What follows belongs to an exercise in optimizing a design on an open flow for small area; a production flow would make more cautious choices.
RTL that was checked went through simulation tests only; none was proved equivalent to the original.
For run 3, only the layout was checked, not whether the RTL still works.
Power figures rest on the tool's default switching activity, not on a simulated workload.

File: design/flow/config.mk
export PLATFORM = sky130hd
export DESIGN_NAME = fifo_32x32
export DESIGN_NICKNAME = fifo_32x32
export VERILOG_FILES = /design/flow/design.v
export SDC_FILE = /design/flow/constraint.sdc
export NUM_CORES = 8
export LEC_CHECK = 0
export CAP_MARGIN = 20
export CORE_MARGIN = 2
export CORE_UTILIZATION = 70
export PLACE_DENSITY = 0.8
export SLEW_MARGIN = 20
export SYNTH_HIERARCHICAL = 1
File: design/flow/constraint.sdc
create_clock -name core_clock -period 5.0 [get_ports {clk_i}]
set_input_delay 1.0000 -clock core_clock [delete_from_list [all_inputs] [get_ports {clk_i}]]
set_output_delay 1.0000 -clock core_clock [all_outputs]
set_load 0.01 [all_outputs]
File: design/flow/design.v
module fifo_32x32 (
    input  logic        clk_i,
    input  logic        rst_n_i,
    input  logic        flush_i,
    output logic        full_o,
    output logic        empty_o,
    output logic [ 5:0] cnt_o,
    input  logic [31:0] dat_i,
    input  logic        push_i,
    output logic [31:0] dat_o,
    input  logic        pop_i
);
  fifo #(
      .DATA_WIDTH  (32),
      .BUFFER_DEPTH(32)
  ) u_fifo (
      .clk_i  (clk_i),
      .rst_n_i(rst_n_i),
      .flush_i(flush_i),
      .full_o (full_o),
      .empty_o(empty_o),
      .cnt_o  (cnt_o),
      .dat_i  (dat_i),
      .push_i (push_i),
      .dat_o  (dat_o),
      .pop_i  (pop_i)
  );
endmodule

module dff #(
    parameter int DATA_WIDTH = 1
) (
    input  logic                  clk_i,
    input  logic [DATA_WIDTH-1:0] dat_i,
    output logic [DATA_WIDTH-1:0] dat_o
);
  always_ff @(posedge clk_i) begin
    dat_o <= #0.0 dat_i;
  end
endmodule
module dffr #(
    parameter int DATA_WIDTH = 1
) (
    input  logic                  clk_i,
    input  logic                  rst_n_i,
    input  logic [DATA_WIDTH-1:0] dat_i,
    output logic [DATA_WIDTH-1:0] dat_o
);
  always_ff @(posedge clk_i, negedge rst_n_i) begin
    if (~rst_n_i) begin
      dat_o <= '0;
    end else begin
      dat_o <= #0.0 dat_i;
    end
  end
endmodule
module ndffr #(
    parameter int DATA_WIDTH = 1
) (
    input  logic                  clk_i,
    input  logic                  rst_n_i,
    input  logic [DATA_WIDTH-1:0] dat_i,
    output logic [DATA_WIDTH-1:0] dat_o
);
  always_ff @(negedge clk_i, negedge rst_n_i) begin
    if (~rst_n_i) begin
      dat_o <= '0;
    end else begin
      dat_o <= #0.0 dat_i;
    end
  end
endmodule
module dffrh #(
    parameter int DATA_WIDTH = 1
) (
    input  logic                  clk_i,
    input  logic                  rst_n_i,
    input  logic [DATA_WIDTH-1:0] dat_i,
    output logic [DATA_WIDTH-1:0] dat_o
);
  always_ff @(posedge clk_i, negedge rst_n_i) begin
    if (~rst_n_i) begin
      dat_o <= '1;
    end else begin
      dat_o <= #0.0 dat_i;
    end
  end
endmodule
module dffrc #(
    parameter int                    DATA_WIDTH = 1,
    parameter logic [DATA_WIDTH-1:0] RESET_VAL  = '0
) (
    input  logic                  clk_i,
    input  logic                  rst_n_i,
    input  logic [DATA_WIDTH-1:0] dat_i,
    output logic [DATA_WIDTH-1:0] dat_o
);
  always_ff @(posedge clk_i, negedge rst_n_i) begin
    if (~rst_n_i) begin
      dat_o <= RESET_VAL;
    end else begin
      dat_o <= #0.0 dat_i;
    end
  end
endmodule
module dffsr #(
    parameter int DATA_WIDTH = 1
) (
    input  logic                  clk_i,
    input  logic                  rst_n_i,
    input  logic [DATA_WIDTH-1:0] dat_i,
    output logic [DATA_WIDTH-1:0] dat_o
);
  always_ff @(posedge clk_i) begin
    if (~rst_n_i) begin
      dat_o <= '0;
    end else begin
      dat_o <= #0.0 dat_i;
    end
  end
endmodule
module dffl #(
    parameter int DATA_WIDTH = 1
) (
    input  logic                  clk_i,
    input  logic                  en_i,
    input  logic [DATA_WIDTH-1:0] dat_i,
    output logic [DATA_WIDTH-1:0] dat_o
);
  always_ff @(posedge clk_i) begin
    if (en_i) begin
      dat_o <= #0.0 dat_i;
    end
  end
endmodule
module dffer #(
    parameter int DATA_WIDTH = 1
) (
    input  logic                  clk_i,
    input  logic                  rst_n_i,
    input  logic                  en_i,
    input  logic [DATA_WIDTH-1:0] dat_i,
    output logic [DATA_WIDTH-1:0] dat_o
);
  always_ff @(posedge clk_i, negedge rst_n_i) begin
    if (~rst_n_i) begin
      dat_o <= '0;
    end else if (en_i) begin
      dat_o <= #0.0 dat_i;
    end
  end
endmodule
module dfferh #(
    parameter int DATA_WIDTH = 1
) (
    input  logic                  clk_i,
    input  logic                  rst_n_i,
    input  logic                  en_i,
    input  logic [DATA_WIDTH-1:0] dat_i,
    output logic [DATA_WIDTH-1:0] dat_o
);
  always_ff @(posedge clk_i, negedge rst_n_i) begin
    if (~rst_n_i) begin
      dat_o <= '1;
    end else if (en_i) begin
      dat_o <= #0.0 dat_i;
    end
  end
endmodule
module dfferc #(
    parameter int                    DATA_WIDTH = 1,
    parameter logic [DATA_WIDTH-1:0] RESET_VAL  = '0
) (
    input  logic                  clk_i,
    input  logic                  rst_n_i,
    input  logic                  en_i,
    input  logic [DATA_WIDTH-1:0] dat_i,
    output logic [DATA_WIDTH-1:0] dat_o
);
  always_ff @(posedge clk_i, negedge rst_n_i) begin
    if (~rst_n_i) begin
      dat_o <= RESET_VAL;
    end else if (en_i) begin
      dat_o <= #0.0 dat_i;
    end
  end
endmodule
module dffesr #(
    parameter int DATA_WIDTH = 1
) (
    input  logic                  clk_i,
    input  logic                  rst_n_i,
    input  logic                  en_i,
    input  logic [DATA_WIDTH-1:0] dat_i,
    output logic [DATA_WIDTH-1:0] dat_o
);
  always_ff @(posedge clk_i) begin
    if (~rst_n_i) begin
      dat_o <= '0;
    end else if (en_i) begin
      dat_o <= #0.0 dat_i;
    end
  end
endmodule
module fifo #(
    parameter int DATA_WIDTH       = 32,
    parameter int BUFFER_DEPTH     = 8,
    parameter int LOG_BUFFER_DEPTH = (BUFFER_DEPTH > 1) ? $clog2(BUFFER_DEPTH) : 1
) (
    input  logic                      clk_i,
    input  logic                      rst_n_i,
    input  logic                      flush_i,
    output logic                      full_o,
    output logic                      empty_o,
    output logic [LOG_BUFFER_DEPTH:0] cnt_o,
    input  logic [    DATA_WIDTH-1:0] dat_i,
    input  logic                      push_i,
    output logic [    DATA_WIDTH-1:0] dat_o,
    input  logic                      pop_i
);
  localparam int NG3 = BUFFER_DEPTH / 3;   
  localparam int NREM = BUFFER_DEPTH % 3;   
  localparam int NGRP = NG3 + NREM;   
  logic [LOG_BUFFER_DEPTH:0] s_cnt_d, s_cnt_q;
  logic [BUFFER_DEPTH-1:0][DATA_WIDTH-1:0] s_mem_q;
  localparam int NHALF = 2;   
  logic [NHALF-1:0][BUFFER_DEPTH-1:0] s_sel;
  logic push_hdshk, pop_hdshk, s_mem_en;
  assign push_hdshk = push_i & ~full_o;
  assign pop_hdshk  = pop_i & ~empty_o;
  assign cnt_o      = s_cnt_q;
  assign empty_o    = s_cnt_q == 0;
  assign full_o     = s_cnt_q == BUFFER_DEPTH;
  logic s_inc, s_dec;
  logic [LOG_BUFFER_DEPTH:0] s_all1, s_all0;
  assign s_inc = push_hdshk & ~pop_hdshk;
  assign s_dec = pop_hdshk & ~push_hdshk;
  assign s_all1[0] = s_inc;
  assign s_all0[0] = s_dec;
  for (genvar i = 1; i <= LOG_BUFFER_DEPTH; i++) begin : g_cnt
    assign s_all1[i] = s_all1[i-1] & s_cnt_q[i-1];
    assign s_all0[i] = s_all0[i-1] & ~s_cnt_q[i-1];
  end
  assign s_cnt_d = flush_i ? '0 : s_cnt_q ^ (s_all1 | s_all0);
  dffr #(LOG_BUFFER_DEPTH + 1) u_cnt_dffr (
      clk_i,
      rst_n_i,
      s_cnt_d,
      s_cnt_q
  );
  logic s_push_n;
  fifo_inv u_push_n (
      .a(push_i),
      .y(s_push_n)
  );
  fifo_nor2 u_mem_en (
      .a(s_push_n),
      .b(full_o),
      .y(s_mem_en)
  );
  always_ff @(posedge clk_i) begin
    if (s_mem_en) begin
      s_mem_q[0] <= dat_i;
      for (int i = 1; i < BUFFER_DEPTH; i++) s_mem_q[i] <= s_mem_q[i-1];
    end
  end
  localparam int LLO = LOG_BUFFER_DEPTH / 2;
  localparam int LHI = LOG_BUFFER_DEPTH - LLO;
  logic [(1<<LLO)-1:0] s_nlo;
  logic [(1<<LHI)-1:0] s_nhi;
  for (genvar j = 0; j < (1 << LLO); j++) begin : g_lo
    assign s_nlo[j] = ~(s_cnt_q[LLO-1:0] == LLO'(j));
  end
  for (genvar j = 0; j < (1 << LHI); j++) begin : g_hi
    assign s_nhi[j] = ~(s_cnt_q[LOG_BUFFER_DEPTH-1:LLO] == LHI'(j));
  end
  for (genvar i = 0; i < BUFFER_DEPTH; i++) begin : g_sel
    localparam int K = (i + 1) % (1 << LOG_BUFFER_DEPTH);
    for (genvar h = 0; h < NHALF; h++) begin : g_half
      fifo_nor2 u_sel (
          .a(s_nlo[K%(1<<LLO)]),
          .b(s_nhi[K>>LLO]),
          .y(s_sel[h][i])
      );
    end
  end
  for (genvar b = 0; b < DATA_WIDTH; b++) begin : g_bit
    localparam int H = b * NHALF / DATA_WIDTH;
    logic [NGRP-1:0] s_grp_n;
    for (genvar g = 0; g < NG3; g++) begin : g_grp
      fifo_aoi222 u_aoi (
          .a1(s_sel[H][3*g]),
          .a2(s_mem_q[3*g][b]),
          .b1(s_sel[H][3*g+1]),
          .b2(s_mem_q[3*g+1][b]),
          .c1(s_sel[H][3*g+2]),
          .c2(s_mem_q[3*g+2][b]),
          .y (s_grp_n[g])
      );
    end
    for (genvar r = 0; r < NREM; r++) begin : g_rem
      fifo_nand_n #(2) u_nand (
          .a({s_sel[H][3*NG3+r], s_mem_q[3*NG3+r][b]}),
          .y(s_grp_n[NG3+r])
      );
    end
    fifo_or_n #(NGRP) u_or (
        .a_n(s_grp_n),
        .y  (dat_o[b])
    );
  end
endmodule
module fifo_aoi222 (
    input  logic a1,
    input  logic a2,
    input  logic b1,
    input  logic b2,
    input  logic c1,
    input  logic c2,
    output logic y
);
  assign y = ~((a1 & a2) | (b1 & b2) | (c1 & c2));
endmodule
module fifo_aoi22 (
    input  logic a1,
    input  logic a2,
    input  logic b1,
    input  logic b2,
    output logic y
);
  assign y = ~((a1 & a2) | (b1 & b2));
endmodule
module fifo_or_n #(
    parameter int N = 11
) (
    input  logic [N-1:0] a_n,
    output logic         y
);
  localparam int NQ = (N + 3) / 4;
  logic [NQ-1:0] s_part;
  for (genvar q = 0; q < NQ; q++) begin : g_q
    localparam int LO = 4 * q;
    localparam int HI = (4 * q + 3 < N) ? 4 * q + 3 : N - 1;
    fifo_nand_n #(HI - LO + 1) u_nand (
        .a(a_n[HI:LO]),
        .y(s_part[q])
    );
  end
  assign y = |s_part;
endmodule
module fifo_nand_n #(
    parameter int N = 4
) (
    input  logic [N-1:0] a,
    output logic         y
);
  assign y = ~&a;
endmodule
module fifo_inv (
    input  logic a,
    output logic y
);
  assign y = ~a;
endmodule
module fifo_nor2 (
    input  logic a,
    input  logic b,
    output logic y
);
  assign y = ~(a | b);
endmodule
File: design/flow/standard.sh
#!/bin/bash
# synth_recipe.tcl (not shown) runs the flow's synth.tcl, then flattens the netlist and writes it again
# the make line also repeats each setting of config.mk as NAME=value (left out here)
make -C /OpenROAD-flow-scripts/flow DESIGN_CONFIG=/design/flow/config.mk WORK_HOME=/design/flow/orfs CLKGATE_MAP_FILE= SYNTH_SCRIPT=/design/flow/synth_recipe.tcl "${@:-finish}"
File: design/flow/flow/run.sh
#!/bin/bash
# Standard ORFS layout. Synthesis runs unchanged; the later steps use a
# lighter clock tree (no dummy loads, clkbuf_8 only), the smallest buffer on
# the ports, and no buffers above buf_4 for repairs.
set -euo pipefail
bash standard.sh synth > standard_synth.log 2>&1
DU="sky130_fd_sc_hd__probe_p_8 sky130_fd_sc_hd__probec_p_8 sky130_fd_sc_hd__lpflow_bleeder_1 sky130_fd_sc_hd__lpflow_clkbufkapwr_1 sky130_fd_sc_hd__lpflow_clkbufkapwr_16 sky130_fd_sc_hd__lpflow_clkbufkapwr_2 sky130_fd_sc_hd__lpflow_clkbufkapwr_4 sky130_fd_sc_hd__lpflow_clkbufkapwr_8 sky130_fd_sc_hd__lpflow_clkinvkapwr_1 sky130_fd_sc_hd__lpflow_clkinvkapwr_16 sky130_fd_sc_hd__lpflow_clkinvkapwr_2 sky130_fd_sc_hd__lpflow_clkinvkapwr_4 sky130_fd_sc_hd__lpflow_clkinvkapwr_8 sky130_fd_sc_hd__lpflow_decapkapwr_12 sky130_fd_sc_hd__lpflow_decapkapwr_3 sky130_fd_sc_hd__lpflow_decapkapwr_4 sky130_fd_sc_hd__lpflow_decapkapwr_6 sky130_fd_sc_hd__lpflow_decapkapwr_8 sky130_fd_sc_hd__lpflow_inputiso0n_1 sky130_fd_sc_hd__lpflow_inputiso0p_1 sky130_fd_sc_hd__lpflow_inputiso1n_1 sky130_fd_sc_hd__lpflow_inputiso1p_1 sky130_fd_sc_hd__lpflow_inputisolatch_1 sky130_fd_sc_hd__lpflow_isobufsrc_1 sky130_fd_sc_hd__lpflow_isobufsrc_16 sky130_fd_sc_hd__lpflow_isobufsrc_2 sky130_fd_sc_hd__lpflow_isobufsrc_4 sky130_fd_sc_hd__lpflow_isobufsrc_8 sky130_fd_sc_hd__lpflow_isobufsrckapwr_16 sky130_fd_sc_hd__lpflow_lsbuf_lh_hl_isowell_tap_1 sky130_fd_sc_hd__lpflow_lsbuf_lh_hl_isowell_tap_2 sky130_fd_sc_hd__lpflow_lsbuf_lh_hl_isowell_tap_4 sky130_fd_sc_hd__lpflow_lsbuf_lh_isowell_4 sky130_fd_sc_hd__lpflow_lsbuf_lh_isowell_tap_1 sky130_fd_sc_hd__lpflow_lsbuf_lh_isowell_tap_2 sky130_fd_sc_hd__lpflow_lsbuf_lh_isowell_tap_4 sky130_fd_sc_hd__fill_1 sky130_fd_sc_hd__fill_2 sky130_fd_sc_hd__fill_4 sky130_fd_sc_hd__fill_8  sky130_fd_sc_hd__buf_6 sky130_fd_sc_hd__buf_8 sky130_fd_sc_hd__buf_12 sky130_fd_sc_hd__buf_16 sky130_fd_sc_hd__bufbuf_8 sky130_fd_sc_hd__bufbuf_16"
bash standard.sh \
  "DONT_USE_CELLS=$DU" \
  "CTS_ARGS=-sink_clustering_enable -repair_clock_nets -dont_use_dummy_load -buf_list sky130_fd_sc_hd__clkbuf_8 -sink_clustering_size 20 -sink_clustering_max_diameter 60" \
  "BUFFER_PORTS_ARGS=-buffer_cell sky130_fd_sc_hd__buf_1" \
  finish > standard.log 2>&1
==> results.txt, run 1 <==
outcome complete, no violations; Fin Setup TNS 0 ps; critical path peak fanout 16; Final Hold Viols 0; RSZ-0062 raised after global routing yes; Hold-fix buffers, CTS 0; WL per Instance about 27 um; Syn Inst Count between 1500 and 2000; nets@finish ~1900; Layout area overhead 6.51%; Synth area leader edfxtp_1; CTS tree yes; Setup Skew about 34 ps; Hold Path Class in -> async; slew of the pin with the lowest slew margin 1160 ps; DRC viols 0; Synth async-reset ratio 0.583%; Root Buffer clkbuf_8; layout cell share with drive strength beyond 1 between 7 and 8%; Yosys warnings 8; Antenna Violating Nets Remaining 0; first-pass GRT wire length 104000 um; Reg clk slew, reported paths approximately 90 ps; post-CTS setup buffers 0; initial core utilization between 70% and 80%; number of synthesized flops with an enable pin approximately 1000; largest net degree at the start of global routing 65; #FFs+latches synth between 1000 and 1500; final setup fails 0; Max VDD drop ~0.36 mV; pwr dens slightly below 500 nW/um^2; vias in the first global route around 18000; Setup crit end kind output pin; fin worst setup slack 140 ps; drt first pass iters 10; share of the synthesized area in the top cell type a little under nine tenths; DP Wirelength ~46000 um; Mean Syn Cell Area ~22 um^2; Critical Path RT ~4000 ps; total wire length 68400 um; max cap viols 0; initial antenna violation count 4; Synth area leaders edfxtp_1 86%, a222oi_1 9.0%, nand4_1 1.7%; Initial DRC Count between 4000 and 5000; Placer Congestion slightly above 0.8; Die Y approximately 230 um; synthesized area 35800 um^2; total power ~19000 uW; Tot GR Track Use about a quarter; Cell variety after synth 30; CTS Sinks 1030; total die area ~53000 um^2; critical path start-end classification reg -> out; post-synthesis sequential area ratio roughly 86%; final worst path period need 4860 ps; Post-Syn Nets about 1700; hold_ws ~170 ps; IO buf count between 70 and 80; Skew-Pair Late Insertion Delay 720 ps; slew margin rel. 22.2%; I/O pins slightly below 80; post-layout util 75.8%; core area approximately 50000 um^2; Max clock buf depth 3; grt ovf 0; pre-CTS setup slack around 750 ps; vias between 15000 and 20000; drt via density between 7 and 8; CTS HTree Levels 2; Row Count 82; CP Launch Type register; dominant synthesized flop cell edfxtp_1; chip width 230 um; Max Freq 206 MHz; Num CTS Buffers 58; data arrival time of the worst path about 3900 ps; fin. max-slew vios 0; LEAKAGE around 0.012 uW; period utilization 97.2%
state kept, by name (all words and copies together), names as in the netlist:
signal,count
u_fifo.s_mem_q,1024
u_fifo.u_cnt_dffr.dat_o,6
synth_stat cells, types with 3 or more instances:
cell type  count
a222oi_1     320
dfrtp_1        6
edfxtp_1    1024
inv_1          4
nand2_1       69
nand3_1        3
nand3b_1       3
nand4_1       96
nor2_1        73
nor2b_1        3
or3_1         32
report_power, final:
part / internal, uW / total (uW) / switching, uW
clock: 1040 / 3320 / 2280
sequential: 11500 / 12300 / 807
combinational: 819 / 3030 / 2210
total: 13300 / 18600 / 5300
logic make-up (layout without fill, tap and decap cells):
| family | after synthesis | after routing | synth area share [%] |
|---|---|---|---|
| buf+inv | 10 | 202 | 0.154 |
| flops | 1030 | 1030 | 86.4 |
| fa+ha+maj | 2 | 2 | 0.0700 |
| xor+xnor | 2 | 2 | 0.0490 |
| compound gates | 325 | 325 | 9.06 |
| simple gates | 289 | 289 | 4.11 |
| mux | 5 | 5 | 0.150 |
| other cells | 0 | 1 | 0 |
timing repair:
action	4_1_cts	5_1_grt
resized for setup	3	14
pin swaps	0	1
setup endpoints to repair	5	31
cells in the final DEF, fill, tap and decap left out, types with 12 or more instances in the layout:
cell type	n
buf_4	12
a222oi_1	320
buf_2	24
clkbuf_8	58
or3_1	32
nand4_1	96
buf_1	100
nand2_1	68
nor2_2	32
nor2_1	40
edfxtp_1	1024
worst max-delay path, stage by stage (launching register included):
cell and delay, ps:
dfrtp_1 570, nand2b_2 530, nor2_1 380, a222oi_1 590
nand4_1 420, or3_1 500, buf_1 150
through the flow:
step | std cells | cell area, um^2
6_report | 2528 | 38100
5_1_grt | 2528 | 38100
4_1_cts | 2524 | 38000
3_5_place_dp | 2466 | 37200
3_3_place_gp | 2466 | 37200
2_1_floorplan | 1663 | 35800
Yosys stat by module (local to each module, per instance), excerpt:
module       cell area, um^2  copies in the design  flops+latches  cells inside
fifo_nor2               3.75                    65              0             1
fifo_aoi222             10.0                   320              0             1
fifo_inv                3.75                     1              0             1
layout make-up:
| type | count | area, um^2 |
|---|---|---|
| fillers | 2705 | 12200 |
| clock buffers | 58 | 798 |
| repair buffers | 140 | 613 |
| inverters | 4 | 31.3 |
| well taps | 672 | 841 |
| diodes | 1 | 2.50 |
| flip-flops and latches | 1030 | 30900 |
| multi-input cells | 623 | 4900 |
per-layer routing:
metal  routed length (um)  vias to the layer above  part of all wire (%)  GRT usage (%)
met1                28200                     9622                    41           41.6
met4                 1330                        0                   1.9           6.71
li1                     -                     7953                     -              -
met3                 8630                       90                    13           5.94
met2                30200                     1315                    44           36.0
met5                    0                        -                     0              0
path summary, 6_finish.rpt:
path	startpoint	end	slack (ps)	cells after the start
worst max-delay path	u_fifo.u_cnt_dffr.dat_o[1]	dat_o[16]	140	6
worst min-delay path	rst_n_i	u_fifo.u_cnt_dffr.dat_o[1]	170	1
worst max register to register	u_fifo.u_cnt_dffr.dat_o[0]	u_fifo.s_mem_q[974]	1950	6
worst min register to register	u_fifo.s_mem_q[240]	u_fifo.s_mem_q[272]	440	0
max in group asynchronous	rst_n_i	u_fifo.u_cnt_dffr.dat_o[4]	4520	1
min in group core_clock	dat_i[25]	u_fifo.s_mem_q[25]	440	1
==> inputs of run 2 (changes only) <==
--- a/design/flow/config.mk
+++ b/design/flow/config.mk
@@ -7,7 +7,7 @@
 export LEC_CHECK = 0
 export CAP_MARGIN = 20
 export CORE_MARGIN = 2
-export CORE_UTILIZATION = 70
+export CORE_UTILIZATION = 65
 export PLACE_DENSITY = 0.8
 export SLEW_MARGIN = 20
 export SYNTH_HIERARCHICAL = 1
==> results.txt, run 2 <==
hold_ws between 150 and 200 ps; Cell variety after synth 30; Critical Path RT roughly 4000 ps; Layout area overhead 6.93%; drt via density ~7.4; CP top delay family simple AND/OR/NAND/NOR gates; Layout Cells excl Fill 2568; Synth area leaders edfxtp_1 86%, a222oi_1 9.0%, nand4_1 1.7%; initial antenna violation count 3; commonest non-fill, non-tap cell in the layout edfxtp_1; slew margin rel. 21.5%; CP Launch Type register; cell chain of the critical path nor3_2 > inv_1 > nor2_2 > a222oi_1 > nand4_1 > or3_1 > buf_1; pwr dens between 400 and 500 nW/um^2; grt ovf 0; Synth async-reset ratio less than 1%; Skew-Pair Late Insertion Delay around 700 ps; first-pass GRT wire length ~100000 um; CTS Sinks 1030; vias in the first global route around 18000; total wire length 68800 um; Synth area leader edfxtp_1; #FFs+latches synth about 1000; IO buf count 76; most common cell in the netlist edfxtp_1; Row Count between 80 and 90; crit-path max cell delay ~670 ps; Root Buffer clkbuf_8; Commonest cells post-synth 1024 x edfxtp_1, 320 x a222oi_1, 96 x nand4_1, 73 x nor2_1, 69 x nand2_1; nets@finish 1912; DRC viols 0; placed cells about 2500; largest reg by FF count u_fifo.s_mem_q; Reg clk slew, reported paths around 110 ps; data arrival time of the worst path 3900 ps; layout cell share with drive strength beyond 1 8.50%; critical path peak fanout 16; CTS HTree Levels 2; Tot GR Track Use a little under a quarter; LEAKAGE between 0.01 and 0.015 uW; I/O pins slightly below 80; share of the synthesized area in the top cell type a little under nine tenths; Hold Path Class in -> async; vias 19005; Placer Congestion about 0.86; final setup fails 0; slew of the pin with the lowest slew margin ~1200 ps; final worst path period need between 4000 and 5000 ps; RSZ-0062 raised after global routing yes; Antenna Violating Nets Remaining 0; CTS tree yes; Initial DRC Count around 4200; Num CTS Buffers 59; biggest regs u_fifo.s_mem_q x1024, u_fifo.u_cnt_dffr.dat_o x6; Setup crit end kind output pin; number of synthesized flops with an enable pin 1024; Max clock buf depth 3; max reg flops about 1000; Post-Syn Nets about 1700; Final Hold Viols 0; post-synthesis sequential area ratio between 80% and 90%; Die Y around 240 um; Yosys warnings 8; core area 54100 um^2; largest net degree at the start of global routing slightly below 70; chip width 239 um; commonest non-fill, non-tap cells in the layout 1024 x edfxtp_1, 320 x a222oi_1, 107 x buf_1; synthesized area 35800 um^2; max cap viols 0; WL per Instance 26.8 um; Max Freq 204 MHz; Buf+Inv Stages, Crit Path 2; dominant synthesized flop cell edfxtp_1; initial core utilization around 66%; period utilization a little under 100%; Syn Inst Count roughly 1700; DP Wirelength approximately 46000 um; drt first pass iters 9; fin. max-slew vios 0; Mean Syn Cell Area 21.5 um^2; total die area 56900 um^2; critical path start-end classification reg -> out; crit path max-delay cell type a222oi_1; Max VDD drop 0.285 mV; outcome complete, no violations; Setup Skew ~42 ps
==> run 2: logic make-up (layout without fill, tap and decap cells) <==
family	Yosys count	count (layout)	share of synthesized area, %
AO/OA/AOI/OAI	325	325	9.06
other	0	1	0
AND/OR/NAND/NOR	289	289	4.11
flip-flops	1030	1030	86.4
XOR/XNOR	2	2	0.0490
multiplexers	5	5	0.150
adder cells (fa/ha/maj)	2	2	0.0700
buffers and inverters	10	218	0.154
==> run 2: report_power, final <==
| group | internal [uW] | switching (uW) |
|---|---|---|
| registers | 11500 | 805 |
| clock network | 1060 | 2290 |
| logic | 834 | 2260 |
==> run 2: metal layers <==
layer | vias up | wire (um) | global-route usage (%)
met5 | - | 0 | 0
met4 | 0 | 1390 | 6.16
met3 | 98 | 8110 | 4.42
met2 | 1294 | 30800 | 35.0
met1 | 9615 | 28500 | 37.9
li1 | 7998 | - | -
==> run 2: cell type report <==
class                      instances  area, um^2
tap                              696         871
sequential                      1030       30900
multi-input combinational        623        4920
antenna                            1        2.50
timing repair buffer             155         702
clock buffer                      59         812
fill                            3058       15900
inverter                           4        31.3
==> run 2: metrics by stage <==
stage | setup TNS [ps] | util [%] | power (uW) | worst slack, ps | cell area [um^2]
2_1_floorplan | - | - | 14300 | -11550 | 35800
3_3_place_gp | 0 | 68.9 | 15100 | 680 | 37300
3_5_place_dp | 0 | 68.9 | 15400 | 623 | 37300
4_1_cts | -71.0 | 70.4 | 18700 | -61.1 | 38100
5_1_grt | -6.62 | 70.6 | 19400 | -6.62 | 38200
6_report | 0 | 70.6 | 18700 | 96.6 | 38200
==> run 2: per-module statistics from Yosys, one instance, submodules excluded, a selection <==
| module | flip-flops and latches | cells | copies in the design |
|---|---|---|---|
| fifo_aoi222 | 0 | 1 | 320 |
| fifo_inv | 0 | 1 | 1 |
| fifo_nor2 | 0 | 1 | 65 |
==> run 2: what timing repair did <==
action,CTS,global route
resized for setup,6,14
buffers inserted,0,0
endpoints found under the setup margin,20,32
hold buffers,0,0
==> run 2: final timing paths <==
kind	from	to	slack, ps	cells past startpoint
worst max-delay path	u_fifo.u_cnt_dffr.dat_o[2]	dat_o[31]	100	7
worst min-delay path	rst_n_i	u_fifo.u_cnt_dffr.dat_o[3]	180	1
worst max register to register	u_fifo.u_cnt_dffr.dat_o[0]	u_fifo.s_mem_q[976]	1990	6
worst min register to register	u_fifo.s_mem_q[48]	u_fifo.s_mem_q[80]	440	0
max in group asynchronous	rst_n_i	u_fifo.u_cnt_dffr.dat_o[4]	4530	1
min in group core_clock	u_fifo.s_mem_q[48]	u_fifo.s_mem_q[80]	440	0
==> inputs of run 3 (changes only) <==
--- a/design/flow/design.v
+++ b/design/flow/design.v
@@ -230,7 +230,7 @@
   assign pop_hdshk  = pop_i & ~empty_o;
   assign cnt_o      = s_cnt_q;
   assign empty_o    = s_cnt_q == 0;
-  assign full_o     = s_cnt_q == BUFFER_DEPTH;
+  assign full_o     = s_cnt_q[LOG_BUFFER_DEPTH];
   logic s_inc, s_dec;
   logic [LOG_BUFFER_DEPTH:0] s_all1, s_all0;
   assign s_inc = push_hdshk & ~pop_hdshk;
--- a/design/flow/flow/run.sh
+++ b/design/flow/flow/run.sh
@@ -7,6 +7,6 @@
 DU="sky130_fd_sc_hd__probe_p_8 sky130_fd_sc_hd__probec_p_8 sky130_fd_sc_hd__lpflow_bleeder_1 sky130_fd_sc_hd__lpflow_clkbufkapwr_1 sky130_fd_sc_hd__lpflow_clkbufkapwr_16 sky130_fd_sc_hd__lpflow_clkbufkapwr_2 sky130_fd_sc_hd__lpflow_clkbufkapwr_4 sky130_fd_sc_hd__lpflow_clkbufkapwr_8 sky130_fd_sc_hd__lpflow_clkinvkapwr_1 sky130_fd_sc_hd__lpflow_clkinvkapwr_16 sky130_fd_sc_hd__lpflow_clkinvkapwr_2 sky130_fd_sc_hd__lpflow_clkinvkapwr_4 sky130_fd_sc_hd__lpflow_clkinvkapwr_8 sky130_fd_sc_hd__lpflow_decapkapwr_12 sky130_fd_sc_hd__lpflow_decapkapwr_3 sky130_fd_sc_hd__lpflow_decapkapwr_4 sky130_fd_sc_hd__lpflow_decapkapwr_6 sky130_fd_sc_hd__lpflow_decapkapwr_8 sky130_fd_sc_hd__lpflow_inputiso0n_1 sky130_fd_sc_hd__lpflow_inputiso0p_1 sky130_fd_sc_hd__lpflow_inputiso1n_1 sky130_fd_sc_hd__lpflow_inputiso1p_1 sky130_fd_sc_hd__lpflow_inputisolatch_1 sky130_fd_sc_hd__lpflow_isobufsrc_1 sky130_fd_sc_hd__lpflow_isobufsrc_16 sky130_fd_sc_hd__lpflow_isobufsrc_2 sky130_fd_sc_hd__lpflow_isobufsrc_4 sky130_fd_sc_hd__lpflow_isobufsrc_8 sky130_fd_sc_hd__lpflow_isobufsrckapwr_16 sky130_fd_sc_hd__lpflow_lsbuf_lh_hl_isowell_tap_1 sky130_fd_sc_hd__lpflow_lsbuf_lh_hl_isowell_tap_2 sky130_fd_sc_hd__lpflow_lsbuf_lh_hl_isowell_tap_4 sky130_fd_sc_hd__lpflow_lsbuf_lh_isowell_4 sky130_fd_sc_hd__lpflow_lsbuf_lh_isowell_tap_1 sky130_fd_sc_hd__lpflow_lsbuf_lh_isowell_tap_2 sky130_fd_sc_hd__lpflow_lsbuf_lh_isowell_tap_4 sky130_fd_sc_hd__fill_1 sky130_fd_sc_hd__fill_2 sky130_fd_sc_hd__fill_4 sky130_fd_sc_hd__fill_8  sky130_fd_sc_hd__buf_6 sky130_fd_sc_hd__buf_8 sky130_fd_sc_hd__buf_12 sky130_fd_sc_hd__buf_16 sky130_fd_sc_hd__bufbuf_8 sky130_fd_sc_hd__bufbuf_16"
 bash standard.sh \
   "DONT_USE_CELLS=$DU" \
-  "CTS_ARGS=-sink_clustering_enable -repair_clock_nets -dont_use_dummy_load -buf_list sky130_fd_sc_hd__clkbuf_8 -sink_clustering_size 20 -sink_clustering_max_diameter 60" \
+  "CTS_ARGS=-sink_clustering_enable -repair_clock_nets -dont_use_dummy_load -buf_list sky130_fd_sc_hd__clkbuf_8 -sink_clustering_size 20 -sink_clustering_max_diameter 45" \
   "BUFFER_PORTS_ARGS=-buffer_cell sky130_fd_sc_hd__buf_1" \
   finish > standard.log 2>&1
--- a/design/flow/config.mk
+++ b/design/flow/config.mk
@@ -7,7 +7,7 @@
 export LEC_CHECK = 0
 export CAP_MARGIN = 20
 export CORE_MARGIN = 2
-export CORE_UTILIZATION = 65
+export CORE_UTILIZATION = 70
 export PLACE_DENSITY = 0.8
 export SLEW_MARGIN = 20
 export SYNTH_HIERARCHICAL = 1
==> results.txt, run 3 <==
Synth area leader edfxtp_1; commonest non-fill, non-tap cell in the layout edfxtp_1; total die area between 50000 and 60000 um^2; Mean Syn Cell Area 21.5 um^2; crit-path max cell delay ~600 ps; RSZ-0062 raised after global routing no; Setup Skew a little over 60 ps; post-synthesis sequential area ratio roughly 86%; Final Hold Viols 0; initial core utilization a little over 70%; Layout Cells excl Fill between 2000 and 3000; Hold Path Class in -> async; Synth Area in Simple Gates 4.10%; Row Count between 80 and 90; largest net degree at the start of global routing between 50 and 60; dominant synthesized flop cell edfxtp_1; number of synthesized flops with an enable pin approximately 1000; core area about 50000 um^2; critical path start-end classification reg -> out; final worst path period need roughly 4800 ps; fin worst setup slack approximately 150 ps; outcome complete, no violations; chip width 230 um; slew of the pin with the lowest slew margin ~1100 ps; slew margin rel. approximately 24%; max reg flops between 1000 and 1500; CTS tree yes; I/O pins 77; synthesized area roughly 36000 um^2; Initial DRC Count about 4000; vias in the first global route around 18000; Synth async-reset ratio 0.583%; filler cell count 2690; Syn Inst Count roughly 1700; placed cells about 2500; Cell variety after synth 32; Tot GR Track Use 26.3%; Yosys warnings 8; final setup fails 0; IO buf count 76; largest reg by FF count u_fifo.s_mem_q; pre-CTS setup slack 765 ps; post-synthesis xor/xnor area fraction less than 1%; Die Y approximately 230 um; vias 19188; Num CTS Buffers 86; DP Wirelength around 47000 um; CTS HTree Levels 3; layout cell share with drive strength beyond 1 roughly 8.7%; biggest regs u_fifo.s_mem_q x1024, u_fifo.u_cnt_dffr.dat_o x6; Skew-Pair Late Insertion Delay about 710 ps; Compound-Gate Fraction of Synth Area 9.04%; post-synthesis adder-cell area fraction less than 1%; post-CTS setup buffers 0; total wire length roughly 70000 um; multiplexer area fraction after synthesis less than 1%; initial antenna violation count 7; drt via density ~7.4; LEAKAGE ~0.012 uW; Design Area, Final 38600 um^2; Cell Area, Placed 37300 um^2; critical path peak fanout 16; Layout area overhead 7.87%; WL per Instance 27.2 um; nets@finish between 1500 and 2000; Post-Syn Nets 1699; Antenna Violating Nets Remaining 0; cell chain of the critical path nand2_1 > nor2_1 > a222oi_1 > nand4_1 > or3_1 > buf_1; CP Launch Type register; reg2reg path depth 7; Hold-fix buffers, CTS 0; grt ovf 0; fin. max-slew vios 0; data arrival time of the worst path 3850 ps; Max Freq roughly 210 MHz; DRC viols 0; crit path max-delay cell type nand2_1; pwr dens between 500 and 600 nW/um^2; most common cell in the netlist edfxtp_1; Max clock buf depth 3; Root Buffer clkbuf_8; Commonest cells post-synth 1024 x edfxtp_1, 320 x a222oi_1, 96 x nand4_1, 71 x nor2_1, 68 x nand2_1; Reg clk slew, reported paths approximately 110 ps; max cap viols 0; share of the synthesized area in the top cell type a little under nine tenths; drt first pass iters 11; period utilization 97.0%; CTS Sinks about 1000; Setup crit end kind output pin; Fin Setup TNS 0 ps; Synth area leaders edfxtp_1 86%, a222oi_1 9.0%, nand4_1 1.7%; first-pass GRT wire length ~110000 um; #FFs+latches synth ~1000; commonest non-fill, non-tap cells in the layout 1024 x edfxtp_1, 320 x a222oi_1, 119 x buf_1; Placer Congestion approximately 0.84; Critical Path RT around 4000 ps; Max VDD drop 0.315 mV; combinational family with the most area after synthesis compound AO/OA/AOI/OAI gates
## run 3: final timing paths
check | from | to | slack, ps
setup / recovery | u_fifo.u_cnt_dffr.dat_o[0] | dat_o[18] | 150
max in group asynchronous | rst_n_i | u_fifo.u_cnt_dffr.dat_o[3] | 4390
setup reg to reg | u_fifo.u_cnt_dffr.dat_o[0] | u_fifo.u_cnt_dffr.dat_o[4] | 1850
hold / removal | rst_n_i | u_fifo.u_cnt_dffr.dat_o[1] | 230
min in group core_clock | u_fifo.s_mem_q[538] | u_fifo.s_mem_q[570] | 390
hold reg to reg | u_fifo.s_mem_q[538] | u_fifo.s_mem_q[570] | 390
## run 3: cell type report
| class | instances | area, um^2 | share of cell area [%] |
|---|---|---|---|
| inverter | 4 | 27.5 | 0.0714 |
| clock buffer | 86 | 1180 | 3.07 |
| sequential | 1030 | 30900 | 80.1 |
| tap | 672 | 841 | 2.18 |
| multi-input combinational | 620 | 4860 | 12.6 |
| timing repair buffer | 167 | 744 | 1.93 |
| antenna | 2 | 5.00 | 0.0130 |
## run 3: where the power goes
group | internal [uW] | switching [uW]
Sequential | 12000 | 984
Clock | 1540 | 2410
Combinational | 936 | 2610
## run 3: metrics by stage
step                      total power, uW  hold WS, ps  util, %
after CTS                           20500          185     76.6
after global placement              16300          426     74.2
after global routing                21300          205     76.7
final                               20500          227     76.7
after floorplan                     15400          425        -
after detailed placement            16600          432     74.2
## run 3: cell families after synthesis
logic type / after synthesis
AOI/OAI and AO/OA: 323
DFF: 1030
and+or+nand+nor: 288
xor gates and xnor gates: 2
adders and majority gates: 2
buffers and inverters: 10
muxes: 5
## run 3: critical path, delay by kind of cell, from the launching register on
kind | cells | cell delay (ps)
simple gates | 4 | 1900
compound gates | 1 | 570
buf+inv | 1 | 160
flops | 1 | 510
## run 3: per-layer routing
layer  vias to the layer above  wire length, um  global-route usage (%)
li1                       8071                -                       -
met1                      9602            28000                    41.0
met2                      1412            31100                    37.4
met3                       103             9510                    7.78
met4                         0             1460                    7.34
met5                         -                0                       0
## run 3: repair_timing
action / CTS / global route
gates cloned: 0 / 0
resized for setup: 1 / 1
setup endpoints to repair: 3 / 1
## run 3: modules after synthesis, one instance, submodules excluded, excerpt
module	copies in the design	cells inside	area (um^2)	flops+latches
fifo_aoi222	320	1	10.0	0
fifo_inv	1	1	3.75	0
fifo_nor2	65	1	3.75	0

==> port drivers added, routing unchanged <==
In the flow no input, the clock included, has a driving cell. The finished layouts below were timed again as built, in two steps.
Step 1: set_driving_cell puts a clkbuf_16 on clk_i and a buf_2 on each other input, an assumption about the parent block.
Step 2, shift: input delay + t, output delay - t, t = (earliest + latest rising clock arrival at the registers) / 2. This alone moves slack from input paths to output paths.
Three values: no drivers, after step 1, after step 2; two values: the first two.
run | t, ns | setup WS [ns] | hold slack, ns | clock arrival spread, ns
run 1 | 0.747 | 0.140 / 0.092 / 0.839 | 0.170 / 0.146 / 0.443 | 0.045 / 0.044
run 2 | 0.740 | 0.097 / 0.041 / 0.781 | 0.175 / 0.143 / 0.438 | 0.047 / 0.048
run 3 | 0.734 | 0.151 / 0.096 / 0.831 | 0.227 / 0.197 / 0.392 | 0.081 / 0.081
After both steps setup and hold are still met in every run listed.
